What follows belongs to an exercise in optimizing a design on an open flow for small area; a production flow would make more cautious choices.
At most, simulation tests tie the RTL to the original design; equivalence was not proved.
No activity file was given, so power comes from the tool's default toggle rates.

==> flow/design.v <==
`timescale 1ns/1ns
module TX(input clk, input rst, input in, input run, input [3:0]rate, input tx_request, output [51:0]out, output valid, output ready, output [1:0]cr, output [1:0]mod);
reg m1, m0, c1;
assign mod = {m1, m0};
assign cr = {c1, ~c1 & m1 & m0};
wire m3 = m1 & m0;
wire m2 = m1 & ~m0;
wire nz = m1 | m0;
wire cr_half = ~c1 & ~cr[0];
always @(posedge clk, negedge rst) begin
	if(~rst) begin
		m1 <= 1'b1; m0 <= 1'b1; c1 <= 1'b1;
	end
	else if(tx_request) begin
		m1 <= ~(rate[2] & rate[0]);
		m0 <= ~(rate[3] & rate[0]);
		c1 <= rate[1] | ~rate[0];
	end
end
reg st;               
reg [6:0] scn;        
reg [6:0] d;          
reg [1:0] q;          
reg en, enb;          
wire vr = run & st;
wire fb = scn[6] ^ scn[3];
wire en_n = vr & (cr_half | q != 2'd1);
assign ready = st;
always @(posedge clk, negedge rst) begin
	if(~rst) begin
		st <= 1'b0;
		scn <= 7'h00;
		d <= 7'd0;
		q <= 2'd0;
		en <= 1'b0;
	end
	else begin
		st <= 1'b1;
		en <= en_n;
		if(vr) begin
			scn <= {scn[5:0], ~fb};
			d <= {d[5:0], in ^ fb};
			q <= (q == 2'd3 || (q == 2'd2 && c1)) ? 2'd0 : q + 2'd1;
		end
	end
end
always @(posedge clk) enb <= ~en_n;
wire ea = d[0] ^ d[2] ^ d[3] ^ d[5] ^ d[6];
wire eb = d[0] ^ d[1] ^ d[2] ^ d[3] ^ d[6];
reg r1, r2;
wire qa = q[0] ^ q[1];
wire xa = (cr_half | qa) ? ea : (q[0] | c1) ? r1 : r2;
wire xb = (cr[0] & ~qa) ? ea : eb;
always @(posedge clk) begin
	r1 <= ea;
	r2 <= eb;
end
wire mq0 = ~m1 & ~m0;    
wire mq1 = ~m1 & m0;     
reg [136:0] ev, od;
reg [136:0] evn, odn;
integer p;
always @(*) begin
	evn = {xa, ev[136:1]};
	odn = {xb, od[136:1]};
	if(m2) begin evn[128] = xa; odn[128] = xb; end
	if(mq1) begin evn[120] = xa; odn[120] = xb; end
	if(mq0) begin evn[112] = xa; odn[112] = xb; end
	for(p = 0; p < 2; p = p + 1) begin
		if(m2) begin evn[48*p+32] = ev[48*p+49]; odn[48*p+32] = od[48*p+49]; end
		if(mq1) begin evn[48*p+24] = ev[48*p+57]; odn[48*p+24] = od[48*p+57]; end
		if(mq0) begin evn[48*p+16] = ev[48*p+57]; odn[48*p+16] = od[48*p+57]; end
	end
end
always @(posedge clk) begin
	ev <= ({137{en}} & evn) | ({137{enb}} & ev);
	od <= ({137{en}} & odn) | ({137{enb}} & od);
end
reg [4:0] g;
reg [2:0] w;
reg vt;
wire oph = m1 ? (m0 ? g[4] & g[0] : g[3] & g[1] & g[0]) : (m0 ? g[2] & g[0] : g[1]);
always @(posedge clk, negedge rst) begin
	if(~rst) begin
		g <= 5'd0;
		w <= 3'd0;
		vt <= 1'b0;
	end
	else begin
		vt <= en & oph;
		if(en) begin
			w <= w + 3'd1;
			if(w == 3'd7) g <= oph ? 5'd0 : g + 5'd1;
		end
	end
end
assign valid = vt;
reg [6:0] pln;        
always @(posedge clk, negedge rst) begin
	if(~rst) pln <= 7'h00;
	else if(en & oph & (w == 3'd0)) pln <= {pln[5:0], ~(pln[6] ^ pln[3])};
end
wire J0 = (w == 3'd1) | (w == 3'd4) | (w == 3'd7);
wire J1 = (w == 3'd2) | (w == 3'd5) | (w == 3'd0);
wire J2 = (w == 3'd3) | (w == 3'd6);
wire A0 = m3 & J0, A1 = m3 & J2, A2 = m3 & J1;
wire B0 = m3 & J1, B1 = m3 & J0, B2 = m3 & J2;
wire [2:0] le0 = {A2 | ~m1, A1 | m2, A0};
wire [2:0] le3 = {A2, A1, A0 | ~m3};
wire [2:0] le2 = {A2, A1, A0};
wire [2:0] lo0 = {B2 | ~m3, B1, B0};
wire [2:0] lo1 = {B2, B1, B0 | m2};
wire [2:0] lo2 = {B2, B1, B0};
wire [2:0] lo3 = {B2, B1 | m2, B0 | ~m1};
wire [2:0] lo4 = {B2 | m2, B1, B0};
function [7:0] sub(input [5:0] t, input [2:0] s0, input [2:0] s1, input [2:0] s2, input [2:0] s3, input [2:0] s4, input [2:0] s5, input m3, input m1, input nz);
	reg n0, n1, n2, n3, n4, n5;
	begin
		n0 = ~(s0[0] & t[0] | s0[1] & t[1] | s0[2] & t[2]);
		n1 = ~(s1[0] & t[1] | s1[1] & t[2] | s1[2] & t[0]);
		n2 = ~(s2[0] & t[2] | s2[1] & t[0] | s2[2] & t[1]);
		n3 = ~(s3[0] & t[3] | s3[1] & t[4] | s3[2] & t[5]);
		n4 = ~(s4[0] & t[4] | s4[1] & t[5] | s4[2] & t[3]);
		n5 = ~(s5[0] & t[5] | s5[1] & t[3] | s5[2] & t[4]);
		sub = {n0, m3 & n1, m1 & ~(n1 ^ n2), 1'b1, nz & n3, m3 & n4, m1 & ~(n4 ^ n5), nz};
	end
endfunction
genvar k;
generate for(k = 0; k < 3; k = k + 1) begin : subc
	wire [5:0] te = {ev[48*k+40], ev[48*k+32], ev[48*k+24], ev[48*k+16], ev[48*k+8], ev[48*k]};
	wire [5:0] to = {od[48*k+40], od[48*k+32], od[48*k+24], od[48*k+16], od[48*k+8], od[48*k]};
	assign out[8*k+7 -: 8] = sub(te, le0, le0, le2, le3, le3, le2, m3, m1, nz);
	assign out[8*k+31 -: 8] = sub(to, lo0, lo1, lo2, lo3, lo4, lo2, m3, m1, nz);
end endgenerate
wire pt = ~pln[0] ^ (w[2] & w[1]);
assign out[51:48] = {~w[0] & pt, 2'b00, ~w[0]};
endmodule
clock: 8.0 ns
lec_check: 0
cap_margin: 20
core_margin: 2
core_utilization: 70
place_density: 0.8
slew_margin: 20
standard.sh (not shown) runs the stock make flow with config.mk's settings and CLKGATE_MAP_FILE= SYNTH_SCRIPT=/design/flow/synth_recipe.tcl, a recipe that flattens the netlist after the stock synthesis.
==> flow/flow/run.sh <==
#!/bin/bash
# ORFS layout as in standard.sh, with three changes:
#  - synthesis maps logic with an area-recovering ABC script (flow/abc_area.script)
#    instead of ORFS's speed script; registers are mapped exactly as before
#  - port buffers use buf_1
#  - the clock tree uses clkbuf_8 with clusters of 20 sinks and no dummy loads
set -euo pipefail
W=$(pwd)
F=$W/flow
# synthesis script: ORFS synth.tcl with the ABC script replaced
python3 - "$FLOW_HOME/scripts/synth.tcl" "$W/synth_area.tcl" "$F/abc_area.script" <<'PY'
import sys
src, dst, script = sys.argv[1:]
s = open(src).read()
a = "  log_cmd abc {*}$abc_args\n"
assert s.count(a) == 1
s = s.replace(a, "  set abc_args [lreplace $abc_args 1 1 %s]\n%s" % (script, a))
open(dst, "w").write(s)
PY
sed "s#source \$::env(SCRIPTS_DIR)/synth.tcl#source $W/synth_area.tcl#" synth_recipe.tcl > synth_top.tcl
grep -q "synth_area.tcl" synth_top.tcl
sed "s#SYNTH_SCRIPT=[^ ]*#SYNTH_SCRIPT=$W/synth_top.tcl#" standard.sh > flow_run.sh
grep -q "synth_top.tcl" flow_run.sh
export BUFFER_PORTS_ARGS="-buffer_cell sky130_fd_sc_hd__buf_1"
export CTS_ARGS="-sink_clustering_enable -repair_clock_nets -dont_use_dummy_load -buf_list sky130_fd_sc_hd__clkbuf_8 -sink_clustering_size 18 -sink_clustering_max_diameter 60"
bash flow_run.sh > flow_run.log 2>&1
==> flow/flow/abc_area.script <==
&get -n
&st
&syn2
&dch
&nf -R 1000 -p -F 16 -C 32 -E 100
&put
Then changed:
--- a/flow/design.v
+++ b/flow/design.v
@@ -73,8 +73,8 @@
 	end
 end
 always @(posedge clk) begin
-	ev <= ({137{en}} & evn) | ({137{enb}} & ev);
-	od <= ({137{en}} & odn) | ({137{enb}} & od);
+	ev <= {({136{en}} & evn[136:1]) | ({136{enb}} & ev[136:1]), ev[1]};
+	od <= {({136{en}} & odn[136:1]) | ({136{enb}} & od[136:1]), od[1]};
 end
 reg [4:0] g;
 reg [2:0] w;
Outcome:
- power is about the same
- final cell count falls by about 0.35%
- sequential power is about the same
- cell area falls by about 0.5%
- sequential share of layout area rises by 0.28 points
- critical path depth does not change
- synthesized area hardly moves
- clock-buffer cell count does not change
- synthesized cell count stays flat
- wire length rises by about 1.3%
- setup slack gets worse by 0.018 ns
- clock power rises by about 0.9%
- via count falls by 1.3%
Function not checked in the first run of this note: the RTL went through the layout flow alone.

[re-timing with driven ports]
How much do the figures lean on ideal ports? The routed layouts below were timed once more, with nothing changed but the port constraints.
Step 1 assumes that a clkbuf_16 drives the clock port and a buf_2 every other input.
Step 2 moves the port delays by t, midway between the first and last clock arrival at a register: inputs arrive t later, outputs are due t later. That takes back most of the time a late clock gives input paths.
a / b / c = no drivers / after step 1 / after step 2; a / b = the first two.
| run | t, ns | setup slack, ns | worst data-port slew with drivers (ns) | pins driven straight from the clock port |
|---|---|---|---|---|
| the first run | 0.554 | 2.761 / 2.721 / 3.275 | 0.03 | 1 |
| the second run | 0.553 | 2.743 / 2.705 / 3.258 | 0.03 | 1 |
After both steps every run listed still meets setup and hold.
